Source: an optimization exercise on an open RTL-to-GDS flow (aim: small area, a short achievable clock period and few clock cycles). Production flows keep margins and buffers that such runs may drop. Only simulation tests tie the RTL to the original design; equivalence was not proved. No activity file was given, so power comes from the tool's default toggle rates.

$ cat flow/design.v
module Division (
  input  [14:0] A,
  input  [7:0]  N,
  input  [9:0]  N3,
  output [14:0] Y,
  output [1:0]  Q
);
wire [9:0]  t  = {1'b0, A[14:6]};            
wire [10:0] d1 = {1'b0, t} - {3'b0, N};
wire [10:0] d2 = {1'b0, t} - {2'b0, N, 1'b0};
wire [10:0] d3 = {1'b0, t} - {1'b0, N3};
wire        ge1 = ~d1[10];
wire        ge2 = ~d2[10];
wire        ge3 = ~d3[10];
assign Q = ge3 ? 2'd3 : ge2 ? 2'd2 : ge1 ? 2'd1 : 2'd0;
wire [6:0]  r = ge3 ? d3[6:0] : ge2 ? d2[6:0] : ge1 ? d1[6:0] : t[6:0];
assign Y = {r, A[5:0], Q};
endmodule
module kmeans_ram #(
  parameter P = 4,
  parameter M = 32,
  parameter T = 3
) (
  input               CK,
  input               LOAD,
  input  [15:0]       DI,
  output [16*P-1:0]   HEAD,
  output [16*P-1:0]   TAP,
  output [63:0]       FIRST    
);
reg [16*128-1:0] sr;
always @(posedge CK)
  sr <= {sr[0 +: 127*16], LOAD ? DI : sr[127*16 +: 16]};
assign FIRST = sr[0 +: 64];
genvar k;
generate
  for (k = 0; k < P; k = k + 1) begin : g_tap
    assign HEAD[k*16 +: 16] = sr[(k*M)*16 +: 16];
    assign TAP[k*16 +: 16]  = sr[(k*M+T)*16 +: 16];
  end
endgenerate
endmodule
module kMeans #(
  parameter P = 4
) (
  input             clk,
  input             rst_n,
  input             in_valid,
  input      [15:0] in_data,
  output reg        out_valid,
  output reg [15:0] out_data
);
localparam M  = 128 / P;
localparam TW = (P <= 1) ? 8 : (P <= 2) ? 9 : (P <= 4) ? 10 : (P <= 8) ? 11 : 12;
localparam ST_IDLE  = 3'd0,
           ST_PASS  = 3'd1,
           ST_DRAIN = 3'd2,
           ST_DIV   = 3'd3,
           ST_OUT   = 3'd4;
reg  [2:0]  state;
reg  [6:0]  pc;
reg  [7:0]  wc;
reg         w4;       
always @(posedge clk) begin
  if (!rst_n) begin
    wc <= 8'd0;
    w4 <= 1'b0;
  end else begin
    wc <= in_valid ? wc + 8'd1 : 8'd0;
    w4 <= in_valid && wc == 8'd3;
  end
end
wire [16*P-1:0] head, tap;
wire [63:0]     ring_c;
kmeans_ram #(.P(P), .M(M), .T(3)) u_ram (
  .CK   (clk),
  .LOAD (in_valid),
  .DI   (in_data),
  .HEAD (head),
  .TAP  (tap),
  .FIRST(ring_c)
);
reg  [7:0]  cx [0:3];
reg  [7:0]  cy [0:3];
reg          p1v;
wire         chg;
wire         fin = (state == ST_PASS) && (pc == 7'd0) && !chg;
wire         run = (state == ST_PASS) && !fin;
always @(posedge clk) begin
  if (!rst_n) p1v <= 1'b0;
  else        p1v <= in_valid && (wc >= 8'd4);
end
wire [P-1:0] v0 = run ? {P{1'b1}} : {{(P-1){1'b0}}, p1v};
reg  [P-1:0] v1, v2;
always @(posedge clk) begin
  if (!rst_n) begin
    v1 <= 0;
    v2 <= 0;
  end else begin
    v1 <= v0;
    v2 <= v1;
  end
end
reg  [4*P-1:0] sel;
genvar k, j;
generate
  for (k = 0; k < P; k = k + 1) begin : g_lane
    wire [7:0] x = head[k*16+8 +: 8];
    wire [7:0] y = head[k*16   +: 8];
    reg  [7:0] ax [0:3];
    reg  [7:0] ay [0:3];
    reg  [3:0] bx, by;
    reg  [8:0] d  [0:3];
    for (j = 0; j < 4; j = j + 1) begin : g_c
      wire       cox, coy;
      wire [7:0] ex, ey;
      assign {cox, ex} = {1'b0, x} + {1'b0, ~cx[j]};
      assign {coy, ey} = {1'b0, y} + {1'b0, ~cy[j]};
      always @(posedge clk) begin
        ax[j] <= ex ^ {8{~cox}};
        ay[j] <= ey ^ {8{~coy}};
        bx[j] <= cox;
        by[j] <= coy;
        d[j]  <= {1'b0, ax[j]} + {1'b0, ay[j]} + bx[j] + by[j];
      end
    end
    wire le01 = d[0] <= d[1];
    wire le02 = d[0] <= d[2];
    wire le03 = d[0] <= d[3];
    wire le12 = d[1] <= d[2];
    wire le13 = d[1] <= d[3];
    wire le23 = d[2] <= d[3];
    always @(posedge clk) begin
      if (!rst_n || !v2[k]) sel[k*4 +: 4] <= 4'd0;
      else begin
        sel[k*4+0] <=  le01 &  le02 &  le03;
        sel[k*4+1] <= ~le01 &  le12 &  le13;
        sel[k*4+2] <= ~le02 & ~le12 &  le23;
        sel[k*4+3] <= ~le03 & ~le13 & ~le23;
      end
    end
  end
endgenerate
reg  [TW-1:0] tx [0:3];
reg  [TW-1:0] ty [0:3];
generate
  for (j = 0; j < 4; j = j + 1) begin : g_sum
    wire [TW-1:0] ox [0:P-1];
    wire [TW-1:0] oy [0:P-1];
    for (k = 0; k < P; k = k + 1) begin : g_leaf
      assign ox[k] = {{(TW-8){1'b0}}, tap[k*16+8 +: 8] & {8{sel[k*4+j]}}};
      assign oy[k] = {{(TW-8){1'b0}}, tap[k*16   +: 8] & {8{sel[k*4+j]}}};
    end
    wire [TW-1:0] rsx [0:P-2];
    wire [TW-1:0] rcx [0:P-2];
    wire [TW-1:0] rsy [0:P-2];
    wire [TW-1:0] rcy [0:P-2];
    assign rsx[0] = ox[0];
    assign rcx[0] = ox[1];
    assign rsy[0] = oy[0];
    assign rcy[0] = oy[1];
    for (k = 0; k < P-2; k = k + 1) begin : g_row
      assign rsx[k+1] = rsx[k] ^ rcx[k] ^ ox[k+2];
      assign rcx[k+1] = ((rsx[k] & rcx[k]) | (rsx[k] & ox[k+2]) | (rcx[k] & ox[k+2])) << 1;
      assign rsy[k+1] = rsy[k] ^ rcy[k] ^ oy[k+2];
      assign rcy[k+1] = ((rsy[k] & rcy[k]) | (rsy[k] & oy[k+2]) | (rcy[k] & oy[k+2])) << 1;
    end
    always @(posedge clk) begin
      tx[j] <= rsx[P-2] + rcx[P-2];
      ty[j] <= rsy[P-2] + rcy[P-2];
    end
  end
endgenerate
wire        clr = (state == ST_OUT) || (state == ST_IDLE && wc != 8'd0 && wc < 8'd4) ||
                  (state == ST_PASS && pc == 7'd0);
wire        div = (state == ST_DIV);
wire        div_last = div && (pc == 7'd3);
wire [3:0]  chg_j;
generate
  for (j = 0; j < 4; j = j + 1) begin : g_cl
    reg  [14:0] sx, sy;
    reg  [7:0]  n;
    reg  [9:0]  n3;
    wire [14:0] yx, yy;
    wire [1:0]  qx, qy;
    Division u_dx (.A(sx), .N(n), .N3(n3), .Y(yx), .Q(qx));
    Division u_dy (.A(sy), .N(n), .N3(n3), .Y(yy), .Q(qy));
    always @(posedge clk) begin
      if (clr) begin
        sx <= 15'd0;
        sy <= 15'd0;
      end else if (div) begin
        sx <= yx;
        sy <= yy;
      end else begin
        sx <= sx + tx[j];
        sy <= sy + ty[j];
      end
    end
    reg [3:0] pn;
    integer q;
    always @(*) begin
      pn = 4'd0;
      for (q = 0; q < P; q = q + 1) pn = pn + sel[q*4+j];
    end
    always @(posedge clk) begin
      if (clr) n <= 8'd0;
      else if (!div) n <= n + pn;
      n3 <= {2'b0, n} + {1'b0, n, 1'b0};
    end
    reg         dif;
    wire [1:0]  cxb = cx[j] >> (6 - 2*pc[1:0]);
    wire [1:0]  cyb = cy[j] >> (6 - 2*pc[1:0]);
    wire        dif_s = (qx != cxb) | (qy != cyb);
    always @(posedge clk)
      if (div) dif <= (pc == 7'd0) ? dif_s : (dif | dif_s);
    assign chg_j[j] = (n != 8'd0) & dif;
    always @(posedge clk) begin
      if (w4) begin
        cx[j] <= ring_c[(3-j)*16+8 +: 8];
        cy[j] <= ring_c[(3-j)*16   +: 8];
      end else if (div_last && n != 8'd0) begin
        cx[j] <= yx[7:0];
        cy[j] <= yy[7:0];
      end
    end
  end
endgenerate
assign chg = |chg_j;
always @(posedge clk) begin
  if (!rst_n) begin
    state <= ST_IDLE;
    pc    <= 7'd0;
  end else begin
    case (state)
      ST_IDLE: begin
        pc <= 7'd0;
        if (in_valid && wc == 8'd131) begin
          state <= ST_DRAIN;
          pc    <= 7'd4;
        end
      end
      ST_PASS: begin
        pc <= pc + 7'd1;
        if (pc == 7'd0 && !chg) begin
          state <= ST_OUT;
          pc    <= 7'd1;
        end else if (pc == M - 1) begin
          state <= ST_DRAIN;
          pc    <= 7'd3;
        end
      end
      ST_DRAIN: begin
        pc <= pc - 7'd1;
        if (pc == 7'd0) begin
          state <= ST_DIV;
          pc    <= 7'd0;
        end
      end
      ST_DIV: begin
        pc <= pc + 7'd1;
        if (pc == 7'd3) begin
          pc    <= 7'd0;
          state <= ST_PASS;
        end
      end
      ST_OUT: begin
        pc <= pc + 7'd1;
        if (pc == 7'd3) begin
          state <= ST_IDLE;
          pc    <= 7'd0;
        end
      end
      default: state <= ST_IDLE;
    endcase
  end
end
always @(posedge clk) begin
  if (!rst_n) out_valid <= 1'b0;
  else        out_valid <= (state == ST_OUT) || fin;
end
always @(posedge clk)
  out_data <= {cx[pc[1:0]], cy[pc[1:0]]};
endmodule
module CORE(
  clk,
  rst_n,
  in_valid,
  in_data,
  out_valid,
  out_data
);
input               clk;
input               rst_n;
input               in_valid;
input       [15:0]  in_data;
output              out_valid;
output      [15:0]  out_data;
kMeans n_kMeans(
  .clk        (clk),
  .rst_n      (rst_n),
  .in_valid   (in_valid),
  .in_data    (in_data),
  .out_valid  (out_valid),
  .out_data   (out_data)
);
endmodule 
$ cat flow/run.sh
#!/bin/bash
# synth_recipe.tcl (not shown) runs the flow's synth.tcl, then flattens the netlist and writes it again
# the make line also repeats each setting of config.mk as NAME=value (left out here)
make -C /OpenROAD-flow-scripts/flow DESIGN_CONFIG=/design/flow/config.mk WORK_HOME=/design/flow/orfs CLKGATE_MAP_FILE= SYNTH_SCRIPT=/design/flow/synth_recipe.tcl finish
$ cat flow/config.mk
export PLATFORM = sky130hd
export DESIGN_NAME = CORE
export DESIGN_NICKNAME = CORE
export VERILOG_FILES = /design/flow/design.v
export SDC_FILE = /design/flow/constraint.sdc
export NUM_CORES = 4
export LEC_CHECK = 0
export CAP_MARGIN = 20
export CORE_MARGIN = 2
export CORE_UTILIZATION = 65
export CTS_CLUSTER_DIAMETER = 120
export CTS_CLUSTER_SIZE = 22
export SETUP_SLACK_MARGIN = 5.0
export SLEW_MARGIN = 20
$ cat flow/constraint.sdc
create_clock -name core_clock -period 8.0 [get_ports {clk}]
set_input_delay 1.6000 -clock core_clock [delete_from_list [all_inputs] [get_ports {clk}]]
set_output_delay 1.6000 -clock core_clock [all_outputs]
set_load 0.01 [all_outputs]
==> impl_metrics.csv, run 1 <==
group,metric,value,unit
cts,clkTransAtPathRegs,0.09,ns
cells_and_area,drive_gt1_share,8.51,%
synthesis,yosysSeqAreaShare,53.6,%
power_and_ir_drop,intPower,23.8,mW
placed_design,dp_slack,4.05,ns
worst_setup_path,path_max_fanout,6,
placed_design,routabilityCongestion,0.974,
outcome,status,"timing/DRC/antenna clean",
job,maxCapViolCount,0,
routing,drt-pass1-iter-count,8,
floorplanning,initial_core_util,65.2,%
sta,hold_viol_final,0,
sta,skew,0.0697,ns
floorplanning,io_pins,36,
sta,min_period_over_period,42.2,%
cells_and_area,design_area,119000,sq um
cells_and_area,layoutNonFillerInstCount,11900,
power_and_ir_drop,leakage,52.9,nW
floorplanning,die_area,171000,sq um
routing,antenna_left,0,
floorplanning,die_h,413,um
sta,holdWs,0.297,ns
cells_and_area,fill_cells,11600,
worst_setup_path,end_kind,"flip-flop",
synthesis,synth_compound_area_share,10.8,%
grt,grt_pass1_wl,424,mm
sta,setup_viol,0,
cts,cts_root_buffer,"clkbuf_16",
synthesis,yosys_most_used_dff,"dfxtp_1",
cells_and_area,multi_input_area,48700,sq um
synthesis,syn-instance-count,9408,
floorplanning,core-area,167000,sq um
sta,layout_min_cycle_time,3.38,ns
synthesis,synth_nets,10800,
sta,fmax,296,MHz
routing,drc,0,
min_path,min_path_type,"reg -> reg",
synthesis,yosys_warnings,18,
cells_and_area,layout_common_cells,"2742 x dfxtp_1, 1123 x ha_1, 649 x inv_1",
placed_design,place_area,112000,sq um
cells_and_area,fin_nets,11100,
routing,vias_per_cell,5.91,
routing,drt-total-wl,293,mm
sta,relSlewSlack,35.5,%
worst_setup_path,path_class,"reg -> reg",
grt,grtUsageTotal,33.4,%
cts,cts.sinks,2877,
sta,worstMarginPinSlew,0.957,ns
floorplanning,die_w,413,um
worst_setup_path,cp.required,8.73,ns
floorplanning,num_rows,150,
routing,drt_iter0_drc,6019,
synthesis,synth-xor-area-share,6.06,%
sta,setup_slack,4.62,ns
cells_and_area,register_area,58400,sq um
synthesis,yosys_register_bits,2877,
placed_design,dp_hpwl,206,mm
cts,h-tree-depth,4,
cells_and_area,final_common_cell,"dfxtp_1",
grt,overflow,0,
synthesis,synth_top_family_by_area,"adder cells",
cells_and_area,fin_util,71.3,%
synthesis,synthArstFlopShare,0,%
synthesis,synth_edf_count,68,
synthesis,synth_adder_area_share,17.5,%
placed_design,port-buffer-count,35,
power_and_ir_drop,combPwrFrac,34.7,%
sta,fin_setup_tns,0,ns
grt,grt_max_degree,97,
synthesis,syn_area,109000,sq um
cts,cts_buffers,149,
cts,clk-insertion-delay-late,0.87,ns
sta,rsz0062_at_grt,"yes",
worst_setup_path,cp.arrival,4.11,ns
synthesis,synth_area_per_cell,11.6,sq um
synthesis,ys_types,91,
cts,clockBufferDepth,3,
power_and_ir_drop,pwr_density_cell,311,nW/um^2
worst_setup_path,start_kind,"flip-flop",
power_and_ir_drop,p_sw_share,35.6,%
routing,vias,70600,
power_and_ir_drop,switching_power,13.1,mW
grt,antenna_found_initial,33,
grt,grt_pass1_vias,69000,
placed_design,dpl.cell_count,11600,
power_and_ir_drop,vdd_drop_max,590,uV
sta,maxSlewViolCount,0,
synthesis,synth_mux_area_share,1.38,%
cts,tritoncts,"done",
routing,wl_per_cell,24.5,um
power_and_ir_drop,clkPwrFrac,22.0,%
cells_and_area,synthToLayoutAreaGrowth,9.33,%
power_and_ir_drop,power.total,36.9,mW
power_and_ir_drop,power_frac_seq,43.4,%
synthesis,synthSimpleGateAreaFrac,7.93,%
[power by group through the flow]
stage / clock (mW) / combinational, mW / sequential [mW]
finish: 8.12 / 12.8 / 16.0
global route: 8.72 / 13.9 / 16.1
CTS: 8.23 / 11.8 / 16.0
detailed placement: 0 / 11.3 / 16.3
global placement: 0 / 11.0 / 16.3
floorplan: 0 / 8.28 / 15.9
[timing repair]
item | CTS | global route
setup endpoints to repair | 395 | 307
hold buffers | 0 | 0
cloned | 0 | 0
setup buffers | 72 | 94
resized for setup | 244 | 200
pin swaps | 54 | 109
endpoints found under the hold margin | 0 | 0
[routing by layer]
metal	part of all wire (%)	vias to the layer above	GRT usage, %
met5	0.021	-	0
met4	6.3	10	17.6
met3	8.4	925	6.86
li1	-	32700	-
met2	45	3086	52.5
met1	41	33900	43.6
[cells by family (layout without fill, tap and decap cells)]
kind of cell | after synthesis | count (layout)
compound gates | 1790 | 1790
buf+inv | 792 | 1098
mux | 122 | 122
xor+xnor | 752 | 752
fa+ha+maj | 1379 | 1379
other cells | 0 | 17
flops | 2877 | 2877
simple gates | 1696 | 1696
[worst max-delay path, stage by stage, from the launching register on]
cell      delay, ns
dfxtp_4        0.42
buf_6          0.15
buf_6          0.12
buf_4          0.14
nand2_1        0.12
fa_1           0.59
inv_1          0.07
fa_1           0.54
ha_4           0.24
a21oi_2        0.19
o21bai_1       0.12
a21oi_2        0.17
nor2b_1        0.08
o21ai_1        0.21
nand2b_1       0.08
[cell type report]
cell class	count	area share, %
sequential	2877	49.2
multi-input combinational	5739	41.0
clock buffer	166	3.22
tap	2204	2.32
inverter	678	2.21
timing repair buffer	237	1.76
clock inverter	17	0.321
antenna	17	0.0358
[path summary, 6_finish.rpt]
kind,startpoint,endpoint,slack [ns],cells past startpoint
worst min-delay path,n_kMeans.u_ram.sr[1560],n_kMeans.u_ram.sr[1576],0.30,0
worst max-delay path,n_kMeans.sel[4],n_kMeans.ty[0][9],4.62,14
worst min register to register,n_kMeans.u_ram.sr[1560],n_kMeans.u_ram.sr[1576],0.30,0
worst max register to register,n_kMeans.sel[4],n_kMeans.ty[0][9],4.62,14
[sequential cells by signal (all words and copies together) (netlist names), 7 cells and up]
name	flops
n_kMeans.cx	32
n_kMeans.cy	32
n_kMeans.g_cl.n	32
n_kMeans.g_cl.n3	40
n_kMeans.g_cl.sx	60
n_kMeans.g_cl.sy	60
n_kMeans.g_lane.ax	128
n_kMeans.g_lane.ay	128
n_kMeans.g_lane.bx	16
n_kMeans.g_lane.by	16
n_kMeans.g_lane.d	144
n_kMeans.out_data	16
n_kMeans.pc	7
n_kMeans.sel	16
n_kMeans.tx	40
n_kMeans.ty	40
n_kMeans.u_ram.sr	2048
n_kMeans.wc	8
[synth_stat cells (95+ instances only)]
library cell  instances  share of area, %
a21o_1              310               2.1
a21oi_1             499               2.3
and2_1               95              0.55
dfxtp_1            2809                52
fa_1                236               4.3
ha_1               1143                13
inv_1               677               2.3
nand2_1             494               1.7
nand2b_1            119              0.68
nor2_1              303               1.0
nor2b_1             201               1.2
nor3_1              151              0.69
o21ai_0             383               1.8
xnor2_1             509               4.1
xor2_1              243               2.0
Testbench counts, summed over its fixed seeds: cycles 24,880.
==> run 2, diff against run 1 <==
--- a/flow/config.mk
+++ b/flow/config.mk
@@ -7,8 +7,8 @@
 export LEC_CHECK = 0
 export CAP_MARGIN = 20
 export CORE_MARGIN = 2
-export CORE_UTILIZATION = 65
-export CTS_CLUSTER_DIAMETER = 120
-export CTS_CLUSTER_SIZE = 22
+export CORE_UTILIZATION = 58
+export CTS_CLUSTER_DIAMETER = 110
+export CTS_CLUSTER_SIZE = 20
 export SETUP_SLACK_MARGIN = 5.0
 export SLEW_MARGIN = 20
==> run 2 against run 1 <==
Against the previous run:
- still clean on timing, DRC and antenna
- global-route usage shrank 4.5 points
- hold slack lost 0.017 ns
- power shrank 1.6%
- flip-flop and latch count is the same
- critical path depth shrank 1
- critical path type unchanged
==> impl_metrics.csv, run 2 <==
group,metric,value,unit
worst_setup_path,cp.required,8.73,ns
sta,fin_setup_tns,0,ns
worst_setup_path,start_kind,"flip-flop",
worst_setup_path,end_kind,"flip-flop",
sta,min_period_over_period,38.7,%
worst_setup_path,path_max_fanout,5,
synthesis,synth_nets,10800,
cells_and_area,largest_reg_flops,2048,
cells_and_area,drive_gt1_share,8.35,%
worst_setup_path,cp.arrival,3.83,ns
routing,vias_per_cell,5.59,
worst_setup_path,reg2reg_to,"n_kMeans.ty[2][9]",
cts,cts_buffers,162,
cts,clk-insertion-delay-late,0.90,ns
worst_setup_path,crit_slowest_cell,"fa_1",
floorplanning,die_area,191000,sq um
job,maxCapViolCount,0,
placed_design,dp_hpwl,205,mm
routing,drt_iter0_drc,5457,
power_and_ir_drop,vdd_drop_max,431,uV
sta,hold_viol_final,0,
floorplanning,initial_core_util,58.5,%
placed_design,routabilityCongestion,0.967,
worst_setup_path,r2r_slack,4.90,ns
sta,layout_min_cycle_time,3.10,ns
min_path,min_path_type,"reg -> reg",
floorplanning,io_pins,36,
routing,wl_per_cell,23.0,um
sta,setup_viol,0,
synthesis,syn-instance-count,9408,
cts,cts_root_buffer,"clkbuf_16",
worst_setup_path,cp_cell_sequence,"nand2_4 > fa_1 > inv_2 > fa_1 > ha_2 > fa_2 > a21o_1 > a21oi_2 > o21bai_1 > a21oi_2 > nor2b_1 > o21ai_1 > nand2b_1",
synthesis,yosys_register_bits,2877,
worst_setup_path,path_class,"reg -> reg",
synthesis,syn_area,109000,sq um
cts,h-tree-depth,4,
cts,clockBufferDepth,3,
cells_and_area,reg_top3,"n_kMeans.u_ram.sr (2048), n_kMeans.g_lane.d (144)",
sta,maxSlewViolCount,0,
grt,overflow,0,
cts,tritoncts,"done",
synthesis,synth_top_cell_by_area,"dfxtp_1",
sta,skew,0.0992,ns
sta,worstMarginPinSlew,1.21,ns
power_and_ir_drop,pwr_density_cell,304,nW/um^2
synthesis,synthArstFlopShare,0,%
synthesis,ys_types,91,
synthesis,synthTopCellsByCount,"2809 x dfxtp_1, 1143 x ha_1, 677 x inv_1",
routing,antenna_left,0,
synthesis,yosysSeqAreaShare,53.6,%
sta,setup_slack,4.90,ns
cells_and_area,synthToLayoutAreaGrowth,9.81,%
cells_and_area,layout_common_cells,"2730 x dfxtp_1, 1128 x ha_1, 652 x inv_1",
cells_and_area,fin_nets,11100,
grt,grt_max_degree,76,
placed_design,port-buffer-count,35,
worst_setup_path,cpPeakStageDelay,0.55,ns
worst_setup_path,r2r-start,"n_kMeans.u_ram.sr[1073]",
grt,grt_pass1_vias,66300,
routing,drt-pass1-iter-count,18,
floorplanning,die_h,437,um
synthesis,yosys_warnings,18,
cts,cts.sinks,2877,
grt,grtUsageTotal,28.9,%
synthesis,synth_area_per_cell,11.6,sq um
cells_and_area,final_common_cell,"dfxtp_1",
cells_and_area,regMostFlops,"n_kMeans.u_ram.sr",
cts,clkTransAtPathRegs,0.08,ns
grt,grt_pass1_wl,412,mm
cells_and_area,fill_cells,14500,
floorplanning,core-area,186000,sq um
synthesis,netlist.area_leader.share,51.7,%
floorplanning,num_rows,158,
floorplanning,die_w,437,um
sta,fmax,323,MHz
routing,drt-total-wl,280,mm
synthesis,synth_most_common_cell,"dfxtp_1",
grt,antenna_found_initial,37,
synthesis,yosys_most_used_dff,"dfxtp_1",
power_and_ir_drop,power.total,36.3,mW
synthesis,synth_edf_count,68,
cts,cts_hold_buf,0,
sta,relSlewSlack,19.0,%
worst_setup_path,reg2regPathDepth,13,
routing,drc,0,
sta,rsz0062_at_grt,"yes",
outcome,status,"timing/DRC/antenna clean",
power_and_ir_drop,leakage,52.9,nW
worst_setup_path,setup.worst_path.end,"n_kMeans.ty[2][9]",
worst_setup_path,startpoint,"n_kMeans.u_ram.sr[1073]",
synthesis,synthTopCellsByArea,"dfxtp_1 52%, ha_1 13%, fa_1 4.3%, xnor2_1 4.1%, inv_1 2.3%",
routing,vias,68300,
placed_design,dp_slack,4.13,ns
[run 2: cell types whose count changed in the layout (fill, tap and decap cells not counted), sizes merged]
| cell | change |
|---|---|
| buf | -17 |
| clkbuf | +13 |
| clkinvlp | +5 |
| inv | -4 |
| clkdlybuf4s15 | +3 |
| diode | -3 |
| clkinv | +1 |
[run 2: worst min path at each step]
stage	slack [ns]	from	cells past startpoint	end
finish	0.28	n_kMeans.u_ram.sr[1711]	0	n_kMeans.u_ram.sr[1727]
global route	0.29	n_kMeans.u_ram.sr[1711]	0	n_kMeans.u_ram.sr[1727]
CTS	0.27	n_kMeans.u_ram.sr[1711]	0	n_kMeans.u_ram.sr[1727]
detailed placement	0.31	n_kMeans.u_ram.sr[1118]	0	n_kMeans.u_ram.sr[1134]
global placement	0.31	n_kMeans.u_ram.sr[728]	0	n_kMeans.u_ram.sr[744]
floorplan	0.31	n_kMeans.u_ram.sr[984]	0	n_kMeans.u_ram.sr[1000]
[run 2: where the power goes]
group / switching [mW] / total [mW] / internal [mW]
clock network: 4.59 / 8.31 / 3.73
registers: 0.780 / 16.0 / 15.2
logic: 7.18 / 12.1 / 4.89
total: 12.5 / 36.3 / 23.8
[run 2: repair_timing]
item / in CTS / in global routing
setup buffers: 93 / 60
endpoints found under the setup margin: 493 / 379
pin swaps: 58 / 83
resized for setup: 224 / 176
[run 2: layout make-up]
| cell class | count | area [sq um] | area share (%) |
|---|---|---|---|
| well taps | 2480 | 3100 | 2.60 |
| clock inverters | 19 | 439 | 0.368 |
| inverters | 678 | 2630 | 2.21 |
| repair buffers | 224 | 2140 | 1.79 |
| diodes | 14 | 35.0 | 0.0293 |
| flip-flops and latches | 2877 | 58400 | 48.9 |
| clock buffers | 178 | 4110 | 3.45 |
| multi-input cells | 5739 | 48500 | 40.6 |
[run 2: per-layer routing]
| layer | wire (um) | vias up | global-route usage, % |
|---|---|---|---|
| li1 | - | 32700 | - |
| met1 | 120000 | 32700 | 38.6 |
| met2 | 125000 | 2226 | 45.7 |
| met3 | 20700 | 629 | 5.56 |
| met4 | 14900 | 7 | 13.0 |
| met5 | 70 | - | 0 |
[run 2: stage by stage]
step                      cell area [sq um]  hold slack [ns]  util, %  instances
final                                119000            0.280     64.3      12200
after global routing                 119000            0.288     64.2      12200
after CTS                            118000            0.275     63.6      12100
after detailed placement             112000            0.312     60.3      11800
after global placement               112000            0.309     60.3      11800
after floorplan                      109000            0.310        -       9408
[run 2: kinds of logic after synthesis]
logic type	synth area share (%)
simple gates	7.93
buf+inv	2.77
compound gates	10.8
flops	53.6
mux	1.38
fa+ha+maj	17.5
xor+xnor	6.06
[run 2: critical path, delay by kind of cell (launching register included)]
family,cells,cell delay [ns]
compound gates,5,0.74
fa+ha+maj,4,1.55
buf+inv,1,0.04
flops,1,0.45
simple gates,3,0.20
==> run 3, diff against run 2 <==
--- a/flow/design.v
+++ b/flow/design.v
@@ -26,7 +26,8 @@
   input  [15:0]       DI,
   output [16*P-1:0]   HEAD,
   output [16*P-1:0]   TAP,
-  output [63:0]       FIRST    
+  output [63:0]       FIRST,   
+  output [16*P-1:0]   TAP2     
 );
 reg [16*128-1:0] sr;
 always @(posedge CK)
@@ -37,6 +38,7 @@
   for (k = 0; k < P; k = k + 1) begin : g_tap
     assign HEAD[k*16 +: 16] = sr[(k*M)*16 +: 16];
     assign TAP[k*16 +: 16]  = sr[(k*M+T)*16 +: 16];
+    assign TAP2[k*16 +: 16] = sr[(k*M+T-1)*16 +: 16];
   end
 endgenerate
 endmodule
@@ -78,7 +80,8 @@
   .DI   (in_data),
   .HEAD (head),
   .TAP  (tap),
-  .FIRST(ring_c)
+  .FIRST(ring_c),
+  .TAP2 (tap2)
 );
 reg  [7:0]  cx [0:3];
 reg  [7:0]  cy [0:3];
@@ -141,33 +144,50 @@
     end
   end
 endgenerate
+localparam NP = P / 2;
+wire [16*P-1:0] tap2;
+reg  [8:0]    px2 [0:NP-1];
+reg  [8:0]    py2 [0:NP-1];
+generate
+  for (k = 0; k < NP; k = k + 1) begin : g_pair
+    always @(posedge clk) begin
+      px2[k] <= {1'b0, tap2[(2*k)*16+8 +: 8]} + {1'b0, tap2[(2*k+1)*16+8 +: 8]};
+      py2[k] <= {1'b0, tap2[(2*k)*16   +: 8]} + {1'b0, tap2[(2*k+1)*16   +: 8]};
+    end
+  end
+endgenerate
 reg  [TW-1:0] tx [0:3];
 reg  [TW-1:0] ty [0:3];
 generate
   for (j = 0; j < 4; j = j + 1) begin : g_sum
-    wire [TW-1:0] ox [0:P-1];
-    wire [TW-1:0] oy [0:P-1];
-    for (k = 0; k < P; k = k + 1) begin : g_leaf
-      assign ox[k] = {{(TW-8){1'b0}}, tap[k*16+8 +: 8] & {8{sel[k*4+j]}}};
-      assign oy[k] = {{(TW-8){1'b0}}, tap[k*16   +: 8] & {8{sel[k*4+j]}}};
-    end
-    wire [TW-1:0] rsx [0:P-2];
-    wire [TW-1:0] rcx [0:P-2];
-    wire [TW-1:0] rsy [0:P-2];
-    wire [TW-1:0] rcy [0:P-2];
-    assign rsx[0] = ox[0];
-    assign rcx[0] = ox[1];
-    assign rsy[0] = oy[0];
-    assign rcy[0] = oy[1];
-    for (k = 0; k < P-2; k = k + 1) begin : g_row
-      assign rsx[k+1] = rsx[k] ^ rcx[k] ^ ox[k+2];
-      assign rcx[k+1] = ((rsx[k] & rcx[k]) | (rsx[k] & ox[k+2]) | (rcx[k] & ox[k+2])) << 1;
-      assign rsy[k+1] = rsy[k] ^ rcy[k] ^ oy[k+2];
-      assign rcy[k+1] = ((rsy[k] & rcy[k]) | (rsy[k] & oy[k+2]) | (rcy[k] & oy[k+2])) << 1;
+    wire [TW-1:0] shx [0:NP-1];
+    wire [TW-1:0] shy [0:NP-1];
+    for (k = 0; k < NP; k = k + 1) begin : g_sh
+      wire s0  = sel[(2*k)*4+j];
+      wire s1  = sel[(2*k+1)*4+j];
+      wire o0  = s0 & ~s1;
+      wire o1  = ~s0 & s1;
+      wire o01 = s0 & s1;
+      wire [8:0] x0 = {1'b0, tap[(2*k)*16+8 +: 8]};
+      wire [8:0] x1 = {1'b0, tap[(2*k+1)*16+8 +: 8]};
+      wire [8:0] y0 = {1'b0, tap[(2*k)*16 +: 8]};
+      wire [8:0] y1 = {1'b0, tap[(2*k+1)*16 +: 8]};
+      assign shx[k] = {{(TW-9){1'b0}}, ({9{o0}} & x0) | ({9{o1}} & x1) | ({9{o01}} & px2[k])};
+      assign shy[k] = {{(TW-9){1'b0}}, ({9{o0}} & y0) | ({9{o1}} & y1) | ({9{o01}} & py2[k])};
+    end
+    reg [TW-1:0] ax_, ay_;
+    integer q2;
+    always @(*) begin
+      ax_ = {TW{1'b0}};
+      ay_ = {TW{1'b0}};
+      for (q2 = 0; q2 < NP; q2 = q2 + 1) begin
+        ax_ = ax_ + shx[q2];
+        ay_ = ay_ + shy[q2];
+      end
     end
     always @(posedge clk) begin
-      tx[j] <= rsx[P-2] + rcx[P-2];
-      ty[j] <= rsy[P-2] + rcy[P-2];
+      tx[j] <= ax_;
+      ty[j] <= ay_;
     end
   end
 endgenerate
--- a/flow/config.mk
+++ b/flow/config.mk
@@ -7,7 +7,7 @@
 export LEC_CHECK = 0
 export CAP_MARGIN = 20
 export CORE_MARGIN = 2
-export CORE_UTILIZATION = 58
+export CORE_UTILIZATION = 62
 export CTS_CLUSTER_DIAMETER = 110
 export CTS_CLUSTER_SIZE = 20
 export SETUP_SLACK_MARGIN = 5.0
==> run 3 against run 2 <==
Against the previous run:
- sequential share of layout area is 0.78 points higher
- combinational power is 75% lower
- wire length is 9.4% higher
- count of clock-buffer cells in the layout is 6 higher
- hold slack better by 0.0051 ns
- fmax is 2.5% higher
- still clean on timing, DRC and antenna
- core utilization is 3.3 points higher
- critical endpoint is now n_kMeans.g_lane[0].ay[0][3]
==> impl_metrics.csv, run 3 <==
group,metric,value,unit
cts,clockBufferDepth,3,
synthesis,syn_area,109000,sq um
cts,cts_hold_buf,0,
cts,clk-insertion-delay-late,0.89,ns
sta,maxSlewViolCount,0,
synthesis,synth_area_per_cell,11.4,sq um
synthesis,synth_nets,10900,
worst_setup_path,cp.arrival,3.72,ns
routing,drt-total-wl,307,mm
sta,rsz0062_at_grt,"yes",
cts,cts_root_buffer,"clkbuf_16",
cells_and_area,final_common_cell,"dfxtp_1",
cells_and_area,fin_util,67.6,%
placed_design,port-buffer-count,35,
routing,vias_per_cell,5.87,
synthesis,synth_most_common_cell,"dfxtp_1",
cells_and_area,regMostFlops,"n_kMeans.u_ram.sr",
grt,grt_pass1_wl,447,mm
sta,hold_viol_final,0,
power_and_ir_drop,vdd_drop_max,242,uV
sta,layout_min_cycle_time,3.02,ns
cells_and_area,register_area,59100,sq um
outcome,status,"timing/DRC/antenna clean",
sta,relSlewSlack,23.4,%
worst_setup_path,reg2regPathDepth,8,
synthesis,syn-instance-count,9557,
power_and_ir_drop,pwr_density_cell,228,nW/um^2
worst_setup_path,r2r_slack,4.98,ns
placed_design,routabilityCongestion,1.01,
cells_and_area,fin_nets,11000,
job,maxCapViolCount,0,
worst_setup_path,cp.required,8.70,ns
grt,antenna_found_initial,40,
synthesis,synthTopCellsByArea,"dfxtp_1 52%, ha_1 14%, xnor2_1 4.4%, fa_1 2.2%, a21oi_1 2.2%",
grt,grt_pass1_vias,70800,
cts,h-tree-depth,4,
floorplanning,io_pins,36,
sta,setup_viol,0,
worst_setup_path,path_max_fanout,8,
grt,overflow,0,
worst_setup_path,r2r-start,"n_kMeans.cy[0][3]",
cells_and_area,reg_top3,"n_kMeans.u_ram.sr (2048), n_kMeans.g_lane.d (144)",
floorplanning,die_h,424,um
routing,drt-pass1-iter-count,11,
floorplanning,core-area,176000,sq um
cells_and_area,largest_reg_flops,2048,
worst_setup_path,startpoint,"n_kMeans.cy[0][3]",
sta,worstMarginPinSlew,1.15,ns
synthesis,yosys_register_bits,2913,
cells_and_area,layout_common_cells,"2804 x dfxtp_1, 1164 x ha_1, 540 x xnor2_1",
synthesis,synthArstFlopShare,0,%
floorplanning,die_area,180000,sq um
synthesis,ys_types,82,
worst_setup_path,setup.worst_path.end,"n_kMeans.g_lane[0].ay[0][3]",
routing,antenna_left,0,
synthesis,netlist.area_leader.share,52.0,%
cells_and_area,multi_input_area,48500,sq um
floorplanning,die_w,424,um
sta,fin_setup_tns,0,ns
min_path,min_path_type,"reg -> reg",
cts,tritoncts,"done",
routing,drc,0,
grt,grt_max_degree,133,
synthesis,synth_top_cell_by_area,"dfxtp_1",
synthesis,synthTopCellsByCount,"2845 x dfxtp_1, 1183 x ha_1, 549 x inv_1",
worst_setup_path,reg2reg_to,"n_kMeans.g_lane[0].ay[0][3]",
synthesis,yosys_most_used_dff,"dfxtp_1",
worst_setup_path,start_kind,"flip-flop",
grt,grtUsageTotal,33.5,%
routing,wl_per_cell,25.3,um
sta,fmax,331,MHz
cells_and_area,drive_gt1_share,6.58,%
cts,cts_buffers,164,
synthesis,yosys_warnings,20,
synthesis,synth_edf_count,68,
sta,skew,0.0638,ns
worst_setup_path,path_class,"reg -> reg",
cells_and_area,fill_cells,12900,
routing,vias,71100,
sta,min_period_over_period,37.8,%
power_and_ir_drop,leakage,52.1,nW
routing,drt_iter0_drc,6472,
worst_setup_path,end_kind,"flip-flop",
cts,clkTransAtPathRegs,0.09,ns
cts,cts.sinks,2913,
cells_and_area,synthToLayoutAreaGrowth,8.55,%
floorplanning,initial_core_util,62.3,%
floorplanning,num_rows,154,
placed_design,dp_hpwl,223,mm
synthesis,yosysSeqAreaShare,53.9,%
==> run 3: cell count changes after synthesis, moves of 95 or more <==
| cell | previous run | this run |
|---|---|---|
| fa_1 | 236 | 120 |
| inv_1 | 677 | 549 |
| mux2i_1 | 41 | 136 |
| nand2_1 | 494 | 342 |
| nor2_1 | 303 | 449 |
==> run 3: worst min-delay path by stage <==
stage / endpoint / depth (start not counted) / slack, ns / start
floorplan: n_kMeans.u_ram.sr[1000] / 0 / 0.31 / n_kMeans.u_ram.sr[984]
global placement: n_kMeans.u_ram.sr[1323] / 0 / 0.31 / n_kMeans.u_ram.sr[1307]
detailed placement: n_kMeans.u_ram.sr[158] / 0 / 0.31 / n_kMeans.u_ram.sr[142]
CTS: n_kMeans.u_ram.sr[1409] / 0 / 0.27 / n_kMeans.u_ram.sr[1393]
global route: n_kMeans.u_ram.sr[1409] / 0 / 0.29 / n_kMeans.u_ram.sr[1393]
finish: n_kMeans.u_ram.sr[1353] / 0 / 0.28 / n_kMeans.u_ram.sr[1337]
==> run 3: stage by stage <==
step	instances	setup WS, ns	instance area [sq um]	hold WS (ns)	power [mW]
floorplan	9557	5.10	109000	0.310	17.7
detailed placement	11800	4.05	112000	0.312	18.7
global route	12100	4.87	119000	0.286	28.1
global placement	11800	3.00	112000	0.309	18.6
finish	12100	4.98	119000	0.285	27.1
CTS	12000	4.99	118000	0.275	27.2
==> run 3: routing by layer <==
metal,share of wire [%],track usage (%),vias up
li1,-,-,33500
met1,41,43.3,34200
met2,46,54.2,2709
met3,7.7,5.89,711
met4,5.7,17.2,8
met5,0.016,0,-
==> run 3: critical path: stages (launching register included) <==
cell      delay, ns
edfxtp_1       0.52
inv_1          0.72
ha_1           0.40
o21ai_0        0.09
nand2b_1       0.16
a211oi_1       0.31
o21bai_1       0.14
a21o_1         0.33
xor2_1         0.21
==> run 3: final cells by class <==
class	count	area share (%)
timing repair buffer	160	1.20
clock inverter	17	0.361
clock buffer	184	3.53
antenna	15	0.0316
sequential	2913	49.7
multi-input combinational	5933	40.9
inverter	549	1.81
tap	2340	2.46
==> run 3: kinds of logic after synthesis <==
kind of cell    count (synthesis)  share of synthesized area [%]
fa+ha+maj                    1303                           15.7
buf+inv                       712                           2.46
flops                        2913                           53.9
compound gates               1863                           11.1
mux                           223                           2.30
simple gates                 1752                           8.16
xor+xnor                      791                           6.33
==> run 3: where the power goes <==
group | switching [mW] | leakage [nW] | internal [mW] | total (mW)
sequential | 0.434 | 23.9 | 15.1 | 15.5
combinational | 1.72 | 26.0 | 1.28 | 3.00
clock | 4.80 | 2.22 | 3.79 | 8.59
==> run 3: repair_timing <==
action | 4_1_cts | 5_1_grt
resized for setup | 201 | 140
gates cloned | 0 | 2
pin swaps | 4 | 17
setup buffers | 18 | 62
hold endpoints to repair | 0 | 0
setup endpoints to repair | 436 | 274
Testbench counts of run 3, summed over its fixed seeds: cycles 24,880.
==> run 4, diff against run 3 <==
--- a/flow/design.v
+++ b/flow/design.v
@@ -72,7 +72,7 @@
     w4 <= in_valid && wc == 8'd3;
   end
 end
-wire [16*P-1:0] head, tap;
+wire [16*P-1:0] head, tap, tap2;
 wire [63:0]     ring_c;
 kmeans_ram #(.P(P), .M(M), .T(3)) u_ram (
   .CK   (clk),
@@ -145,7 +145,6 @@
   end
 endgenerate
 localparam NP = P / 2;
-wire [16*P-1:0] tap2;
 reg  [8:0]    px2 [0:NP-1];
 reg  [8:0]    py2 [0:NP-1];
 generate
==> run 4 against run 3 <==
Against the previous run:
- cell count is 0.23% lower
- setup slack worse by 0.048 ns
- critical path depth is 3 higher
- via count is 0.46% lower
- synthesized cell count stayed put
- clock skew is 0.014 ns higher
- synthesized area stayed put
- largest cell class unchanged
==> impl_metrics.csv, run 4 <==
group,metric,value,unit
routing,drt-pass1-iter-count,12,
sta,layout_min_cycle_time,3.07,ns
placed_design,routabilityCongestion,0.996,
sta,setup_viol,0,
cts,cts_hold_buf,0,
routing,vias_per_cell,5.86,
routing,vias,70800,
sta,min_period_over_period,38.4,%
sta,skew,0.0779,ns
routing,drt-total-wl,301,mm
synthesis,yosys_most_used_dff,"dfxtp_1",
floorplanning,die_h,424,um
cells_and_area,regMostFlops,"n_kMeans.u_ram.sr",
grt,met2_usage,53.1,%
synthesis,ys_types,82,
routing,wl_per_cell,24.9,um
synthesis,synth_most_common_cell,"dfxtp_1",
worst_setup_path,setup.worst_path.end,"n_kMeans.g_lane[1].ax[0][7]",
outcome,status,"timing/DRC/antenna clean",
cts,clk-insertion-delay-late,0.90,ns
grt,met1_usage,41.7,%
cts,cts.sinks,2913,
worst_setup_path,cp.arrival,3.81,ns
sta,fin_setup_tns,0,ns
synthesis,syn_area,109000,sq um
floorplanning,die_w,424,um
synthesis,synth_edf_count,68,
cts,tritoncts,"done",
synthesis,synth_area_per_cell,11.4,sq um
synthesis,synth_nets,10900,
grt,grt_pass1_vias,69800,
cells_and_area,largest_reg_flops,2048,
cells_and_area,reg_top3,"n_kMeans.u_ram.sr (2048), n_kMeans.g_lane.d (144)",
grt,grt_pass1_wl,439,mm
synthesis,syn-instance-count,9557,
synthesis,yosysSeqAreaShare,53.9,%
worst_setup_path,startpoint,"n_kMeans.cx[0][1]",
routing,drc,0,
worst_setup_path,r2r_slack,4.93,ns
sta,holdWs,0.281,ns
cells_and_area,final_common_cell,"dfxtp_1",
grt,antenna_found_initial,47,
cts,h-tree-depth,4,
worst_setup_path,reg2reg_to,"n_kMeans.g_lane[1].ax[0][7]",
grt,grt-busiest-layer,"met2",
min_path,min_path_type,"reg -> reg",
placed_design,place_area,112000,sq um
synthesis,yosys_warnings,20,
sta,fmax,326,MHz
worst_setup_path,end_kind,"flip-flop",
grt,use_met3,6.96,%
synthesis,synthTopCellsByArea,"dfxtp_1 52%, ha_1 14%, xnor2_1 4.4%, fa_1 2.2%, a21oi_1 2.2%",
cells_and_area,design_area,119000,sq um
grt,overflow,0,
sta,worstMarginPinSlew,1.19,ns
placed_design,dp_hpwl,218,mm
floorplanning,num_rows,154,
job,maxCapViolCount,0,
synthesis,synth_top_cell_by_area,"dfxtp_1",
floorplanning,core-area,176000,sq um
cells_and_area,layout_common_cells,"2815 x dfxtp_1, 1168 x ha_1, 543 x xnor2_1",
worst_setup_path,path_max_fanout,6,
worst_setup_path,start_kind,"flip-flop",
sta,hold_viol_final,0,
synthesis,yosys_register_bits,2913,
cts,clockBufferDepth,3,
sta,rsz0062_at_grt,"yes",
power_and_ir_drop,vdd_drop_max,296,uV
worst_setup_path,reg2regPathDepth,11,
cts,clkTransAtPathRegs,0.10,ns
floorplanning,initial_core_util,62.3,%
power_and_ir_drop,pwr_density_cell,228,nW/um^2
worst_setup_path,r2r-start,"n_kMeans.cx[0][1]",
sta,maxSlewViolCount,0,
cells_and_area,fin_nets,11000,
routing,drt_iter0_drc,6743,
synthesis,synthArstFlopShare,0,%
sta,relSlewSlack,20.6,%
worst_setup_path,path_class,"reg -> reg",
cells_and_area,synthToLayoutAreaGrowth,8.34,%
grt,grtUsageTotal,33.0,%
synthesis,netlist.area_leader.share,52.0,%
cells_and_area,drive_gt1_share,6.23,%
floorplanning,io_pins,36,
worst_setup_path,cp.required,8.74,ns
cts,cts_root_buffer,"clkbuf_16",
routing,antenna_left,0,
cts,cts_buffers,164,
synthesis,synthTopCellsByCount,"2845 x dfxtp_1, 1183 x ha_1, 549 x inv_1",
floorplanning,die_area,180000,sq um
placed_design,port-buffer-count,35,
grt,grt_max_degree,81,
power_and_ir_drop,leakage,51.9,nW
[run 4: what timing repair did]
action / 4_1_cts / 5_1_grt
pin swaps: 6 / 15
cloned: 0 / 1
resized for setup: 193 / 144
endpoints found under the setup margin: 449 / 380
setup buffers: 23 / 29
[run 4: power by group]
group,switching [mW],total [mW],internal [mW]
sequential,0.422,15.5,15.1
combinational,1.70,2.98,1.28
clock,4.79,8.57,3.78
total,6.91,27.0,20.1
[run 4: stage by stage]
step	worst slack, ns	total power [mW]	util [%]	std cells
2_1_floorplan	5.10	17.7	-	9557
6_report	4.93	27.0	67.5	12100
3_5_place_dp	4.18	18.7	64.0	11800
5_1_grt	4.90	28.1	67.4	12100
3_3_place_gp	3.59	18.6	63.9	11800
4_1_cts	4.80	27.2	67.0	12000
[run 4: worst max-delay path, cell delays in order (launching register included)]
cell        delay, ns
edfxtp_1         0.33
buf_4            0.31
clkinvlp_4       0.30
buf_4            0.22
ha_1             0.29
a21o_1           0.18
a21o_1           0.20
a21oi_1          0.26
nor2b_1          0.11
o41ai_1          0.45
xnor2_1          0.18
mux2i_1          0.08
[run 4: cell families after synthesis]
kind of cell	after synthesis	share of synthesized area, %
DFF	2913	53.9
AOI/OAI and AO/OA	1863	11.1
and+or+nand+nor	1752	8.16
adders and majority gates	1303	15.7
xor gates and xnor gates	791	6.33
buffers and inverters	712	2.46
muxes	223	2.30
[run 4: cell type report]
class / count / area, sq um
multi-input cells: 5932 / 48600
diodes: 19 / 47.5
fillers: 12900 / 57200
well taps: 2340 / 2930
flip-flops and latches: 2913 / 59100
clock inverters: 20 / 443
repair buffers: 127 / 1150
inverters: 549 / 2170
clock buffers: 183 / 4180
[run 4: layer usage]
| metal | vias up | share of wire, % |
|---|---|---|
| met5 | - | 0.039 |
| li1 | 33400 | - |
| met1 | 34000 | 40 |
| met3 | 722 | 7.8 |
| met2 | 2613 | 46 |
| met4 | 18 | 5.9 |
[run 4: how the worst min path moves through the flow]
stage                             from                      end  slack (ns)  cells past startpoint
2_1_floorplan   n_kMeans.u_ram.sr[984]  n_kMeans.u_ram.sr[1000]        0.31                      0
3_3_place_gp   n_kMeans.u_ram.sr[1992]  n_kMeans.u_ram.sr[2008]        0.31                      0
3_5_place_dp    n_kMeans.u_ram.sr[989]  n_kMeans.u_ram.sr[1005]        0.31                      0
4_1_cts         n_kMeans.u_ram.sr[610]   n_kMeans.u_ram.sr[626]        0.28                      0
5_1_grt         n_kMeans.u_ram.sr[610]   n_kMeans.u_ram.sr[626]        0.28                      0
6_report        n_kMeans.u_ram.sr[610]   n_kMeans.u_ram.sr[626]        0.28                      0
Testbench counts of run 4, summed over its fixed seeds: cycles 24,880.
==> run 5, diff against run 4 <==
--- a/flow/config.mk
+++ b/flow/config.mk
@@ -7,8 +7,8 @@
 export LEC_CHECK = 0
 export CAP_MARGIN = 20
 export CORE_MARGIN = 2
-export CORE_UTILIZATION = 62
-export CTS_CLUSTER_DIAMETER = 110
-export CTS_CLUSTER_SIZE = 20
+export CORE_UTILIZATION = 60
+export CTS_CLUSTER_DIAMETER = 120
+export CTS_CLUSTER_SIZE = 24
 export SETUP_SLACK_MARGIN = 5.0
 export SLEW_MARGIN = 20
==> run 5 against run 4 <==
Against the previous run:
- still clean on timing, DRC and antenna
- final area is 0.68% lower
- setup slack better by 0.020 ns
- first-iteration DRC count is 11% lower
- critical path depth is 2 lower
- sequential power hardly changed
- global-route usage is 1.7 points lower
- critical endpoint is now n_kMeans.g_cl[0].dif
==> impl_metrics.csv, run 5 <==
group,metric,value,unit
worst_setup_path,reg2reg_to,"n_kMeans.g_cl[0].dif",
worst_setup_path,cp.required,8.61,ns
floorplanning,die_w,431,um
synthesis,synth-xor-area-share,6.33,%
sta,fin_setup_tns,0,ns
worst_setup_path,path_max_fanout,21,
cells_and_area,fill_cells,13900,
sta,min_period_over_period,38.1,%
synthesis,synth_adder_area_share,15.7,%
power_and_ir_drop,switching_power,6.77,mW
cts,tritoncts,"done",
worst_setup_path,cp.arrival,3.66,ns
cts,cts_root_buffer,"clkbuf_16",
routing,wl_per_cell,24.5,um
power_and_ir_drop,vdd_drop_max,324,uV
job,maxCapViolCount,0,
power_and_ir_drop,p_sw_share,25.6,%
sta,skew,0.0745,ns
worst_setup_path,r2r_slack,4.95,ns
synthesis,yosys_register_bits,2913,
synthesis,synthTopCellsByCount,"2845 x dfxtp_1, 1183 x ha_1, 549 x inv_1",
synthesis,netlist.area_leader.share,52.0,%
placed_design,routabilityCongestion,0.992,
cells_and_area,layout_common_cells,"2808 x dfxtp_1, 1170 x ha_1, 542 x xnor2_1",
cells_and_area,fin_nets,11000,
sta,setup_slack,4.95,ns
min_path,holdPathStages,0,
routing,drt_iter0_drc,5992,
synthesis,synth_compound_area_share,11.1,%
synthesis,synth_most_common_cell,"dfxtp_1",
sta,layout_min_cycle_time,3.05,ns
synthesis,synthSimpleGateAreaFrac,8.16,%
placed_design,port-buffer-count,35,
cells_and_area,drive_gt1_share,5.70,%
synthesis,synth_area_per_cell,11.4,sq um
routing,antenna_left,0,
cells_and_area,final_common_cell,"dfxtp_1",
synthesis,synth_edf_count,68,
routing,drt-pass1-iter-count,13,
worst_setup_path,startpoint,"n_kMeans.g_cl[0].sx[10]",
synthesis,syn-instance-count,9557,
power_and_ir_drop,clkPwrFrac,29.9,%
floorplanning,io_pins,36,
grt,grt_pass1_vias,68100,
sta,setup_viol,0,
sta,hold_viol_final,0,
floorplanning,num_rows,156,
sta,relSlewSlack,15.8,%
synthesis,synth_nets,10900,
synthesis,synthTopCellsByArea,"dfxtp_1 52%, ha_1 14%, xnor2_1 4.4%, fa_1 2.2%, a21oi_1 2.2%",
worst_setup_path,start_kind,"flip-flop",
synthesis,synth_mux_area_share,2.30,%
floorplanning,die_area,186000,sq um
power_and_ir_drop,leakage,51.5,nW
cts,clkTransAtPathRegs,0.10,ns
worst_setup_path,r2r-start,"n_kMeans.g_cl[0].sx[10]",
routing,vias_per_cell,5.79,
worst_setup_path,path_class,"reg -> reg",
floorplanning,core-area,181000,sq um
grt,met1_usage,40.8,%
routing,vias,69800,
synthesis,yosysSeqAreaShare,53.9,%
synthesis,yosys_warnings,20,
cells_and_area,fin_util,65.1,%
sta,maxSlewViolCount,0,
grt,antenna_found_initial,30,
cts,clockBufferDepth,3,
worst_setup_path,end_kind,"flip-flop",
placed_design,dp_hpwl,219,mm
floorplanning,initial_core_util,60.5,%
grt,use_met3,5.88,%
min_path,min-delay-start,"n_kMeans.u_ram.sr[585]",
sta,worstMarginPinSlew,1.25,ns
sta,fmax,328,MHz
min_path,min_to,"n_kMeans.u_ram.sr[601]",
placed_design,dp_slack,4.01,ns
synthesis,syn_area,109000,sq um
synthesis,synth_top_cell_by_area,"dfxtp_1",
cts,h-tree-depth,4,
grt,grt_pass1_wl,430,mm
routing,drt-total-wl,295,mm
power_and_ir_drop,combPwrFrac,11.5,%
routing,drc,0,
min_path,min_path_type,"reg -> reg",
grt,overflow,0,
grt,met2_usage,49.2,%
power_and_ir_drop,power.total,26.5,mW
cells_and_area,largest_reg_flops,2048,
sta,holdWs,0.293,ns
grt,grtUsageTotal,31.2,%
power_and_ir_drop,intPower,19.7,mW
grt,grt_max_degree,71,
cts,cts.sinks,2913,
worst_setup_path,reg2regPathDepth,9,
power_and_ir_drop,pwr_density_cell,225,nW/um^2
power_and_ir_drop,power_frac_seq,58.6,%
synthesis,ys_types,82,
synthesis,synth_top_family_by_area,"adder cells",
cts,cts_buffers,140,
synthesis,synthArstFlopShare,0,%
cells_and_area,regMostFlops,"n_kMeans.u_ram.sr",
cells_and_area,synthToLayoutAreaGrowth,7.59,%
floorplanning,die_h,431,um
grt,grt-busiest-layer,"met2",
cts,clk-insertion-delay-late,0.86,ns
outcome,status,"timing/DRC/antenna clean",
synthesis,yosys_most_used_dff,"dfxtp_1",
sta,rsz0062_at_grt,"yes",
cells_and_area,reg_top3,"n_kMeans.u_ram.sr (2048), n_kMeans.g_lane.d (144)",
[run 5: critical path, cell delays in order, from the launching register on]
cell and delay, ns:
dfxtp_1 0.57, ha_1 0.37, a21oi_1 0.19, nor2b_1 0.09, a311oi_2 0.35, o22ai_1 0.16, buf_6 0.19, or4b_2 0.63
o311ai_0 0.12, nand4_1 0.13
[run 5: cell families after synthesis]
logic type,Yosys count
DFF,2913
AOI/OAI and AO/OA,1863
and+or+nand+nor,1752
adders and majority gates,1303
xor gates and xnor gates,791
buffers and inverters,712
muxes,223
[run 5: through the flow]
step | instances | area, sq um
after detailed placement | 11800 | 112000
after CTS | 12000 | 117000
after global placement | 11800 | 112000
final | 12100 | 118000
after global routing | 12100 | 118000
after floorplan | 9557 | 109000
[run 5: how the worst max path moves through the flow]
stage | to | slack (ns) | cells past startpoint
detailed placement | n_kMeans.tx[0][9] | 4.01 | 11
CTS | n_kMeans.cy[2][0] | 4.98 | 8
floorplan | n_kMeans.cy[2][0] | 5.10 | 9
finish | n_kMeans.g_cl[0].dif | 4.95 | 9
global placement | n_kMeans.tx[0][9] | 4.07 | 11
global route | n_kMeans.g_cl[0].dif | 4.81 | 11
[run 5: power groups by stage]
| stage | registers (mW) | logic (mW) | clock network, mW |
|---|---|---|---|
| 6_report | 15.5 | 3.05 | 7.91 |
| 3_3_place_gp | 15.8 | 2.86 | 0 |
| 3_5_place_dp | 15.8 | 2.97 | 0 |
| 5_1_grt | 15.5 | 3.39 | 8.57 |
| 2_1_floorplan | 15.6 | 2.10 | 0 |
| 4_1_cts | 15.5 | 3.00 | 8.09 |
[run 5: metal layers]
| metal | wire length [um] | vias up |
|---|---|---|
| li1 | - | 33400 |
| met1 | 125000 | 33400 |
| met2 | 132000 | 2345 |
| met3 | 21000 | 665 |
| met4 | 17600 | 8 |
| met5 | 46 | - |
[run 5: layout make-up]
cell class / count / area [sq um] / share of cell area, %
diodes: 12 / 30.0 / 0.0255
clock buffers: 158 / 3610 / 3.07
clock inverters: 18 / 442 / 0.375
inverters: 549 / 2140 / 1.82
multi-input cells: 5933 / 48400 / 41.1
flip-flops and latches: 2913 / 59100 / 50.2
well taps: 2370 / 2970 / 2.52
repair buffers: 116 / 1040 / 0.886
[run 5: what timing repair did]
| action | 4_1_cts | 5_1_grt |
|---|---|---|
| buffers inserted | 18 | 25 |
| pin swaps | 5 | 12 |
| resized for setup | 182 | 123 |
| cloned | 0 | 1 |
| setup endpoints to repair | 433 | 309 |
| hold buffers | 0 | 0 |
==> run 6, diff against run 5 <==
--- a/flow/config.mk
+++ b/flow/config.mk
@@ -8,7 +8,7 @@
 export CAP_MARGIN = 20
 export CORE_MARGIN = 2
 export CORE_UTILIZATION = 60
-export CTS_CLUSTER_DIAMETER = 120
-export CTS_CLUSTER_SIZE = 24
+export CTS_CLUSTER_DIAMETER = 130
+export CTS_CLUSTER_SIZE = 27
 export SETUP_SLACK_MARGIN = 5.0
 export SLEW_MARGIN = 20
==> run 6 against run 5 <==
Against the previous run:
- global-route usage decreased by 0.27 points
- hold slack got worse by 0.017 ns
- non-clock buffer count is 10 higher
- count of clock-buffer cells in the layout fell by 27
- power down 3.2%
- sequential power barely moved
- clock skew grew 0.033 ns
- synthesized cell count stayed put
- critical path depth rose by 1
- largest power group unchanged
- flip-flop and latch count did not move
- critical endpoint is now n_kMeans.g_lane[1].ax[1][7]
==> impl_metrics.csv, run 6 <==
group,metric,value,unit
floorplanning,die_w,431,um
cells_and_area,fin_util,64.6,%
worst_setup_path,path_max_fanout,7,
placed_design,dp_slack,4.01,ns
synthesis,syn_area,109000,sq um
worst_setup_path,cp.arrival,3.71,ns
synthesis,synth_area_per_cell,11.4,sq um
synthesis,ys_types,82,
min_path,min_path_type,"reg -> reg",
sta,hold_viol_final,0,
cts,tritoncts,"done",
synthesis,synthSimpleGateAreaFrac,8.16,%
synthesis,synth-xor-area-share,6.33,%
synthesis,synth_nets,10900,
cells_and_area,regMostFlops,"n_kMeans.u_ram.sr",
routing,wirelength_met1,123,mm
floorplanning,die_area,186000,sq um
floorplanning,initial_core_util,60.5,%
cells_and_area,layout_common_cells,"2800 x dfxtp_1, 1168 x ha_1, 543 x xnor2_1",
routing,met3RoutedLength,22.8,mm
sta,layout_min_cycle_time,3.01,ns
cts,clkTransAtPathRegs,0.11,ns
grt,grt_pass1_vias,67600,
worst_setup_path,end_kind,"flip-flop",
sta,worstMarginPinSlew,1.16,ns
grt,grtUsageTotal,31.0,%
routing,route.met2.wl,131,mm
synthesis,synth_compound_area_share,11.1,%
routing,antenna_left,0,
sta,maxSlewViolCount,0,
placed_design,dp_hpwl,219,mm
floorplanning,die_h,431,um
min_path,min-delay-start,"n_kMeans.u_ram.sr[360]",
outcome,status,"timing/DRC/antenna clean",
cts,cts_buffers,118,
cells_and_area,largest_reg_flops,2048,
cts,clk-insertion-delay-late,0.90,ns
worst_setup_path,cpPeakStageDelay,0.37,ns
synthesis,yosys_register_bits,2913,
synthesis,netlist.area_leader.share,52.0,%
sta,setup_viol,0,
placed_design,port-buffer-count,35,
sta,fin_setup_tns,0,ns
floorplanning,core-area,181000,sq um
sta,setup_slack,4.99,ns
grt,overflow,0,
floorplanning,io_pins,36,
placed_design,routabilityCongestion,0.992,
worst_setup_path,startpoint,"n_kMeans.cx[1][1]",
cts,cts_root_buffer,"clkbuf_16",
cts,clockBufferDepth,3,
worst_setup_path,path_class,"reg -> reg",
synthesis,yosys_most_used_dff,"dfxtp_1",
cells_and_area,synthToLayoutAreaGrowth,6.89,%
synthesis,synth_adder_area_share,15.7,%
power_and_ir_drop,power.total,25.6,mW
worst_setup_path,start_kind,"flip-flop",
power_and_ir_drop,leakage,51.2,nW
sta,skew,0.108,ns
synthesis,yosysSeqAreaShare,53.9,%
grt,antenna_found_initial,29,
worst_setup_path,cp_cell_sequence,"buf_4 > clkinvlp_4 > ha_1 > a21o_1 > a21o_1 > a21oi_1 > nor2b_1 > o41ai_2 > a21oi_1 > mux2i_1",
routing,drt-total-wl,294,mm
worst_setup_path,crit_slowest_cell,"ha_1",
routing,drt-pass1-iter-count,13,
cells_and_area,drive_gt1_share,5.57,%
synthesis,synth_top_cell_by_area,"dfxtp_1",
synthesis,synthTopCellsByCount,"2845 x dfxtp_1, 1183 x ha_1, 549 x inv_1",
sta,relSlewSlack,21.9,%
cells_and_area,final_common_cell,"dfxtp_1",
cells_and_area,reg_top3,"n_kMeans.u_ram.sr (2048), n_kMeans.g_lane.d (144)",
synthesis,syn-instance-count,9557,
synthesis,synth_top_family_by_area,"adder cells",
synthesis,yosys_warnings,20,
routing,wl_per_cell,24.4,um
sta,holdWs,0.276,ns
cells_and_area,fin_nets,11000,
cts,h-tree-depth,3,
synthesis,synth_edf_count,68,
power_and_ir_drop,vdd_drop_max,235,uV
synthesis,synth_most_common_cell,"dfxtp_1",
worst_setup_path,r2r-start,"n_kMeans.cx[1][1]",
routing,routed.top_layer,"met5",
worst_setup_path,cp.required,8.70,ns
routing,vias,69700,
sta,rsz0062_at_grt,"yes",
synthesis,synthTopCellsByArea,"dfxtp_1 52%, ha_1 14%, xnor2_1 4.4%, fa_1 2.2%, a21oi_1 2.2%",
worst_setup_path,cp.buffers_inverters,2,
sta,min_period_over_period,37.6,%
cts,cts.sinks,2913,
worst_setup_path,crit_family,"compound AO/OA/AOI/OAI gates",
synthesis,synthArstFlopShare,0,%
power_and_ir_drop,pwr_density_cell,219,nW/um^2
sta,fmax,332,MHz
job,maxCapViolCount,0,
routing,vias_per_cell,5.78,
grt,grt_max_degree,71,
routing,drc,0,
synthesis,synth_mux_area_share,2.30,%
floorplanning,num_rows,156,
grt,grt_pass1_wl,426,mm
routing,drt_iter0_drc,6093,
==> run 6: cell type report <==
type	instances	area (sq um)
Tap cell	2370	2970
Clock inverter	12	225
Antenna cell	10	25.0
Inverter	549	2140
Sequential cell	2913	59100
Multi-Input combinational cell	5933	48400
Timing Repair Buffer	126	1110
Fill cell	14000	64000
Clock buffer	131	3000
==> run 6: final timing paths <==
kind                                       to  slack (ns)  cells after the start
setup / recovery  n_kMeans.g_lane[1].ax[1][7]        4.99                     10
hold reg to reg        n_kMeans.u_ram.sr[376]        0.28                      0
hold / removal         n_kMeans.u_ram.sr[376]        0.28                      0
setup reg to reg  n_kMeans.g_lane[1].ax[1][7]        4.99                     10
==> run 6: cells by family (layout without fill, tap and decap cells) <==
group,Yosys count,after routing
AO/OA/AOI/OAI,1863,1863
XOR/XNOR,791,791
adder cells (fa/ha/maj),1303,1303
buffers and inverters,712,818
flip-flops,2913,2913
multiplexers,223,223
other,0,10
AND/OR/NAND/NOR,1752,1753
==> run 6: stage by stage <==
stage / cell area [sq um] / cells
after floorplan: 109000 / 9557
after global placement: 112000 / 11800
after detailed placement: 112000 / 11800
after CTS: 116000 / 12000
after global routing: 117000 / 12000
final: 117000 / 12000
==> run 6: report_power, final <==
group          switching, mW  internal [mW]
Sequential             0.439           15.1
Combinational           1.75           1.28
Clock                   4.35           2.71
Total                   6.54           19.1
==> run 6: repair_timing <==
item	4_1_cts	5_1_grt
resized for setup	175	131
hold buffers	0	0
cloned	0	2
setup buffers	15	37
setup endpoints to repair	405	344
pin swaps	5	12
==> run 6: metal layers <==
metal	up-vias	global-route usage (%)
li1	33300	-
met1	33300	40.4
met2	2412	48.8
met3	628	6.08
met4	4	16.2
met5	-	0

-- static timing again, ports no longer ideal --
In the flow no input, the clock included, has a driving cell. The finished layouts below were timed again as built, in two steps.
Step 1: set_driving_cell puts a clkbuf_16 on clk and a buf_2 on each other input, an assumption about the parent block.
Step 2, shift: input delay + t, output delay - t, t = (earliest + latest rising clock arrival at the registers) / 2. This alone moves slack from input paths to output paths.
Slacks: no drivers / after step 1 / after step 2; pairs: no drivers / after step 1.
| run | shift t [ns] | setup slack, ns | cell pins on the clock port's net |
|---|---|---|---|
| run 1 | 0.919 | 4.623 / 4.623 / 4.160 | 1 |
| run 2 | 0.935 | 4.901 / 4.901 / 4.071 | 1 |
| run 3 | 0.943 | 4.978 / 4.978 / 4.261 | 1 |
| run 4 | 0.955 | 4.929 / 4.910 / 4.013 | 1 |
| run 5 | 0.916 | 4.949 / 4.949 / 4.258 | 1 |
| run 6 | 0.939 | 4.990 / 4.961 / 4.273 | 1 |
After both steps every run listed still meets setup and hold. The setup slack of run 4, which loses most, moves by -0.019 ns with the drivers and by -0.916 ns with both steps.
